This design comes from an exercise in tuning for small area, a short achievable clock period and few clock cycles per item on the open sky130 flow, not from production work.
At most, simulation tests tie the RTL to the original design; equivalence was not proved.

==> flow/design.v (excerpt) <==
module fc_layer #(
    parameter INPUT_SIZE  = 16,
    parameter OUTPUT_SIZE = 8,
    parameter DATA_WIDTH  = 8
)(
    input  logic                          clk,
    input  logic                          reset,
    input  logic                          start,
    output logic                          done,
    input  logic signed [INPUT_SIZE*DATA_WIDTH-1:0]  input_data_flat,
    input  logic signed [OUTPUT_SIZE*INPUT_SIZE*DATA_WIDTH-1:0] weights_flat,
    input  logic signed [OUTPUT_SIZE*DATA_WIDTH-1:0]            bias_flat,
    output logic signed [OUTPUT_SIZE*DATA_WIDTH-1:0] output_data_flat
);
Size: roughly 290 flip-flops, ~0.059 mm2 of cells after synthesis.
export LEC_CHECK = 0
export CAP_MARGIN = 20
export CORE_AREA = 5 5 435 435
export DIE_AREA = 0 0 440 440
export SETUP_SLACK_MARGIN = 2.5
export SLEW_MARGIN = 20
export SYNTH_HIERARCHICAL = 1
export SYNTH_MINIMUM_KEEP_SIZE = 0
create_clock -name core_clock -period 10.0 [get_ports {clk}]
standard.sh (not shown) runs the stock make flow with config.mk's settings and CLKGATE_MAP_FILE= SYNTH_SCRIPT=/design/flow/synth_recipe.tcl, a recipe that flattens the netlist after the stock synthesis.
==> flow/flow/run.sh <==
#!/bin/bash
# The standard layout, except that the ports are buffered with sky130_fd_sc_hd__buf_1
# rather than the delay buffer buffer_ports picks by itself.
set -euo pipefail
bash standard.sh "BUFFER_PORTS_ARGS=-buffer_cell sky130_fd_sc_hd__buf_1" finish > run_make.log 2>&1
Testbench counts at the start, summed over its fixed seeds: cycles 1,920, inferences 384.
Next try:
--- a/flow/config.mk
+++ b/flow/config.mk
@@ -9,6 +9,7 @@
 export CORE_AREA = 5 5 435 435
 export DIE_AREA = 0 0 440 440
-export SETUP_SLACK_MARGIN = 2.5
+export SETUP_SLACK_MARGIN = 3.5
 export SLEW_MARGIN = 20
 export SYNTH_HIERARCHICAL = 1
 export SYNTH_MINIMUM_KEEP_SIZE = 0
+export TNS_END_PERCENT = 20
The new run finished clean.
Clock skew is lower by 29 ps.
Cell area is higher by 14%.
Area after synthesis is unchanged.
Utilization is higher by 5.2 points.
Worst setup slack gets better by 910 ps.
Via count is higher by about 6.5%.
Non-clock buffer count is higher by 253.
Cell count is higher by 3.4%.
Routed wire length is higher by about 13%.
Next try:
--- a/flow/config.mk
+++ b/flow/config.mk
@@ -9,5 +9,5 @@
 export CORE_AREA = 5 5 435 435
 export DIE_AREA = 0 0 440 440
-export SETUP_SLACK_MARGIN = 3.5
+export SETUP_SLACK_MARGIN = 3
 export SLEW_MARGIN = 20
 export SYNTH_HIERARCHICAL = 1
What happened: Worst setup slack loses 400 ps. Clock-buffer cell count rose by 11. Cell count goes down by a few percent. Routed wire length falls by roughly a tenth. Utilization came out lower by 4.2 points. Cell area shrinks by roughly a tenth. Via count is lower by a few percent.
Next try:
--- a/flow/config.mk
+++ b/flow/config.mk
@@ -9,7 +9,6 @@
 export CORE_AREA = 5 5 435 435
 export DIE_AREA = 0 0 440 440
-export SETUP_SLACK_MARGIN = 3
+export SETUP_SLACK_MARGIN = 3.25
 export SLEW_MARGIN = 20
 export SYNTH_HIERARCHICAL = 1
 export SYNTH_MINIMUM_KEEP_SIZE = 0
-export TNS_END_PERCENT = 20
- wire length climbs by 2.1%
- synthesized cell count is unchanged
- synthesized area stays the same
- worst hold slack improves by 3.5 ps
- via count came out lower by 0.73%
- design area came out higher by 1.5%
- clock-buffer cell count grows by 1
- setup slack is better by 240 ps
- clock skew climbs by 20 ps
- maximum frequency grows by 3.5%

---

fc_layer again, from the RTL that the note above started with.
// fc_layer
module fc_layer #(
    parameter INPUT_SIZE  = 16,
    parameter OUTPUT_SIZE = 8,
    parameter DATA_WIDTH  = 8
)(
    input  logic                          clk,
    input  logic                          reset,
    input  logic                          start,
    output logic                          done,
    input  logic signed [INPUT_SIZE*DATA_WIDTH-1:0]  input_data_flat,
    input  logic signed [OUTPUT_SIZE*INPUT_SIZE*DATA_WIDTH-1:0] weights_flat,
    input  logic signed [OUTPUT_SIZE*DATA_WIDTH-1:0]            bias_flat,
    output logic signed [OUTPUT_SIZE*DATA_WIDTH-1:0] output_data_flat
);
==> flow/config.mk <==
export PLATFORM = sky130hd
export DESIGN_NAME = fc_layer
export DESIGN_NICKNAME = fc_layer
export VERILOG_FILES = /design/flow/design.v
export SDC_FILE = /design/flow/constraint.sdc
export NUM_CORES = 4
export LEC_CHECK = 0
export CAP_MARGIN = 20
export CORE_AREA = 5 5 435 435
export CTS_BUF_LIST = sky130_fd_sc_hd__clkbuf_4 sky130_fd_sc_hd__clkbuf_8
export DIE_AREA = 0 0 440 440
export SETUP_SLACK_MARGIN = 3.25
export SLEW_MARGIN = 20
export SYNTH_HIERARCHICAL = 1
export SYNTH_MINIMUM_KEEP_SIZE = 0
==> flow/constraint.sdc <==
create_clock -name core_clock -period 10.0 [get_ports {clk}]
set_input_delay 2.0000 -clock core_clock [delete_from_list [all_inputs] [get_ports {clk}]]
set_output_delay 2.0000 -clock core_clock [all_outputs]
set_load 0.01 [all_outputs]
Scripts as last shown in full above: flow/flow/run.sh
The baseline ran to the end with no violations.
Testbench counts at the start, summed over its fixed seeds: cycles 1,920, inferences 384.
Then changed:
CTS_BUF_LIST = unset   (was sky130_fd_sc_hd__clkbuf_4 sky130_fd_sc_hd__clkbuf_8)
SETUP_SLACK_MARGIN = 3.5   (was 3.25)
=> Hold slack stays flat. Global-route usage is higher by 1.7 points. Sequential share of layout area is lower by 1.2 points. Core utilization is higher by 4.6 points. First-iteration DRC count is higher by 8.0%. Synthesized cell count is unchanged.
Then changed:
CTS_BUF_LIST = sky130_fd_sc_hd__clkbuf_4 sky130_fd_sc_hd__clkbuf_8   (was unset)
PLACE_DENSITY = 0.5   (was unset)
SETUP_SLACK_MARGIN = 3.25   (was 3.5)
- core utilization is lower by 4.4 points
- global-route usage climbs by 0.11 points
- clock skew decreases by 0.0093 ns
- final area went down by 10%
- first-iteration DRC count shrinks by 9.2%
- worst hold slack loses 0.013 ns
- setup slack is worse by 0.31 ns
Then changed:
CAP_MARGIN = 5   (was 20)
CTS_BUF_LIST = unset   (was sky130_fd_sc_hd__clkbuf_4 sky130_fd_sc_hd__clkbuf_8)
PLACE_DENSITY = unset   (was 0.5)
SLEW_MARGIN = 5   (was 20)
Result: Setup slack improved by 0.17 ns. Maximum frequency is higher by 2.4%. Wire length is lower by about 2.2%.
Then changed:
CAP_MARGIN = 20   (was 5)
SETUP_SLACK_MARGIN = 3   (was 3.25)
SLEW_MARGIN = 20   (was 5)
Effect:
- die area stays the same
- final area goes down by 1.5%
- fmax goes down by 3.4%
Then changed:
CTS_BUF_LIST = sky130_fd_sc_hd__clkbuf_4 sky130_fd_sc_hd__clkbuf_8   (was unset)
PLACE_DENSITY = 0.65   (was unset)
SETUP_SLACK_MARGIN = 3.25   (was 3)
Via count rises slightly.
Utilization came out higher by 0.44 points.
Wire length grows by a few percent.

---

fc_layer again, from the RTL that the note above started with.
==> flow/config.mk <==
export PLATFORM = sky130hd
export DESIGN_NAME = fc_layer
export DESIGN_NICKNAME = fc_layer
export VERILOG_FILES = /design/flow/design.v
export SDC_FILE = /design/flow/constraint.sdc
export NUM_CORES = 4
export LEC_CHECK = 0
export ABC_CLOCK_PERIOD_IN_PS = 4000
export CAP_MARGIN = 20
export CORE_AREA = 5 5 435 435
export DIE_AREA = 0 0 440 440
export SETUP_SLACK_MARGIN = 3
export SLEW_MARGIN = 20
export SYNTH_HIERARCHICAL = 1
export SYNTH_MINIMUM_KEEP_SIZE = 0
==> flow/constraint.sdc <==
create_clock -name core_clock -period 10.0 [get_ports {clk}]
set_input_delay 2.0000 -clock core_clock [delete_from_list [all_inputs] [get_ports {clk}]]
set_output_delay 2.0000 -clock core_clock [all_outputs]
set_load 0.01 [all_outputs]
Scripts as last shown in full above: flow/flow/run.sh
Testbench counts at the start, summed over its fixed seeds: cycles 1,920, inferences 384.
==> next run, changes <==
ABC_CLOCK_PERIOD_IN_PS = not set   (was 4000)
SETUP_SLACK_MARGIN = not set   (was 3)
The new run passed the timing, DRC and antenna checks. Non-clock buffer count goes down by 92. Worst setup slack loses 890 ps. Global-route usage goes down by 0.16 points. Sequential share of layout area goes up by 0.36 points.
==> next run, changes <==
SETUP_SLACK_MARGIN = 4   (was not set)
Routed wire length went up by about a fifth.
Setup slack improves by 1100 ps.
Final area went up by about a fifth.
==> next run, changes <==
CORE_AREA = 5 5 455 455   (was 5 5 435 435)
DIE_AREA = 0 0 460 460   (was 0 0 440 440)
SETUP_SLACK_MARGIN = 3   (was 4)
Routed wire length went down by 7.5%. Core utilization drops by 9.1 points. Via count came out lower by 5.8%. Worst setup slack gets worse by 340 ps.

---

fc_layer, a different RTL version from the one above (not shown whole).
Size: roughly 5600 cells after synthesis, roughly 290 flip-flops, roughly 1300 I/O pins, about 62000 sq um of cells after synthesis.
export LEC_CHECK = 0
export CAP_MARGIN = 20
export CORE_AREA = 5 5 435 435
export DIE_AREA = 0 0 440 440
export SETUP_SLACK_MARGIN = 3
export SLEW_MARGIN = 20
export SYNTH_HIERARCHICAL = 1
export SYNTH_MINIMUM_KEEP_SIZE = 0
create_clock -name core_clock -period 10.0 [get_ports {clk}]
Scripts as last shown in full above: flow/flow/run.sh
The starting point finished but fails on antenna rules.
Change:
- SETUP_SLACK_MARGIN: 3 -> not set
After rerunning: This time the run completed without violations. Die area stays the same. Setup slack got worse by 0.69 ns. Flip-flop and latch count does not change. Final area falls by 3.5%. Clock skew falls by 0.0070 ns.
Function was not checked in any run of this note: the RTL went through the layout flow alone.

---

build 74:
RTL: one of the versions met above, not the one the previous note started from.
Size in the first run: about 5200 cells after synthesis, ~290 flip-flops, roughly 0.059 mm² of cells after synthesis.
clock: 10.0 ns
lec_check: 0
cap_margin: 20
core_area: 5 5 435 435
die_area: 0 0 440 440
gpl_routability_driven: 0
setup_slack_margin: 3.25
slew_margin: 20
synth_hierarchical: 1
synth_minimum_keep_size: 0
Scripts as last shown in full above: flow/flow/run.sh
Testbench counts of build 74, summed over its fixed seeds: cycles 1,920, inferences 384.
> inputs changed (build 74 -> build 4)
Settings: SETUP_SLACK_MARGIN now 3, was 3.25; GPL_ROUTABILITY_DRIVEN no longer set, was 0; CTS_BUF_LIST now sky130_fd_sc_hd__clkbuf_4 sky130_fd_sc_hd__clkbuf_8, previously not set.
Notes after the runs:
- Of build 4 and build 74, the higher maximum frequency belongs to build 74.
- | area of combinational cells with multiple inputs | higher: build 74 |
> inputs changed (build 4 -> build 98)
Settings: an added PLACE_DENSITY of 0.75; a deleted CTS_BUF_LIST that had been sky130_fd_sc_hd__clkbuf_4 sky130_fd_sc_hd__clkbuf_8.
[summary]
Compared with build 4, in build 98 global router's overall resource usage picked up an extra 0.75 points, finished layout cell area increased about 1.3%, largest stage delay on the critical path rose 0.14 ns. Going from build 4 to build 98, share of cells above drive strength 1 up 0.52 points; final RePlAce weighted congestion up 0.013; post-detailed-routing wire length up about 2.5%.

-- what the ideal ports hide --
In the flow no input, the clock included, has a driving cell. The finished layouts below were timed again as built, in two steps.
Step 1 assumes that a clkbuf_16 drives the clock port and a buf_2 every other input.
Step 2 moves the port delays by t, midway between the first and last clock arrival at a register: inputs arrive t later, outputs are due t later. That takes back most of the time a late clock gives input paths.
a / b / c = no drivers / after step 1 / after step 2; a / b = the first two.
| run | t (ns) | slack for setup (ns) | hold WS [ns] | worst setup path after step 2 | pins driven straight from the clock port |
|---|---|---|---|---|---|
| the first run of note 1 | 0.734 | 2.450 / 2.511 / 1.777 | 0.430 / 0.430 / 0.430 | input to register | 1 |
| the second run of note 1 | 0.766 | 3.361 / 3.432 / 2.666 | 0.447 / 0.447 / 0.447 | input to register | 1 |
| the third run of note 1 | 0.758 | 2.964 / 3.033 / 2.275 | 0.447 / 0.447 / 0.447 | input to register | 1 |
| the fourth run of note 1 | 0.768 | 3.204 / 3.186 / 2.417 | 0.450 / 0.450 / 0.450 | input to register | 1 |
| the first run of note 2 | 0.887 | 3.193 / 3.232 / 2.345 | 0.451 / 0.451 / 0.451 | input to register | 1 |
| the second run of note 2 | 0.756 | 3.347 / 3.373 / 2.616 | 0.450 / 0.450 / 0.450 | input to register | 1 |
| the third run of note 2 | 0.893 | 3.039 / 3.107 / 2.214 | 0.437 / 0.437 / 0.437 | input to register | 1 |
| the fourth run of note 2 | 0.768 | 3.204 / 3.186 / 2.417 | 0.450 / 0.450 / 0.450 | input to register | 1 |
| the fifth run of note 2 | 0.758 | 2.964 / 3.033 / 2.275 | 0.447 / 0.447 / 0.447 | input to register | 1 |
| the sixth run of note 2 | 0.853 | 3.102 / 3.138 / 2.285 | 0.448 / 0.448 / 0.448 | input to register | 1 |
| the first run of note 3 | 0.758 | 2.964 / 3.033 / 2.275 | 0.447 / 0.447 / 0.447 | input to register | 1 |
| the second run of note 3 | 0.774 | 2.073 / 2.139 / 1.364 | 0.453 / 0.453 / 0.453 | input to register | 1 |
| the third run of note 3 | 0.754 | 3.197 / 3.229 / 2.475 | 0.450 / 0.450 / 0.450 | input to register | 1 |
| the fourth run of note 3 | 0.766 | 2.859 / 2.930 / 2.164 | 0.451 / 0.451 / 0.451 | input to register | 1 |
| the first run of note 4 | 0.748 | 2.922 / 2.992 / 2.245 | 0.453 / 0.453 / 0.453 | input to register | 1 |
| the second run of note 4 | 0.754 | 2.236 / 2.236 / 1.566 | 0.447 / 0.447 / 0.447 | input to register | 1 |
| build 74 | 0.727 | 3.115 / 3.181 / 2.454 | 0.444 / 0.444 / 0.444 | input to register | 1 |
| build 4 | 0.866 | 2.909 / 2.975 / 2.109 | 0.440 / 0.440 / 0.440 | input to register | 1 |
| build 98 | 0.734 | 2.843 / 2.908 / 2.174 | 0.451 / 0.451 / 0.451 | input to register | 1 |
For the first run of note 2, which loses most, drivers alone change the setup slack by +0.039 ns; drivers and shift together by -0.848 ns.
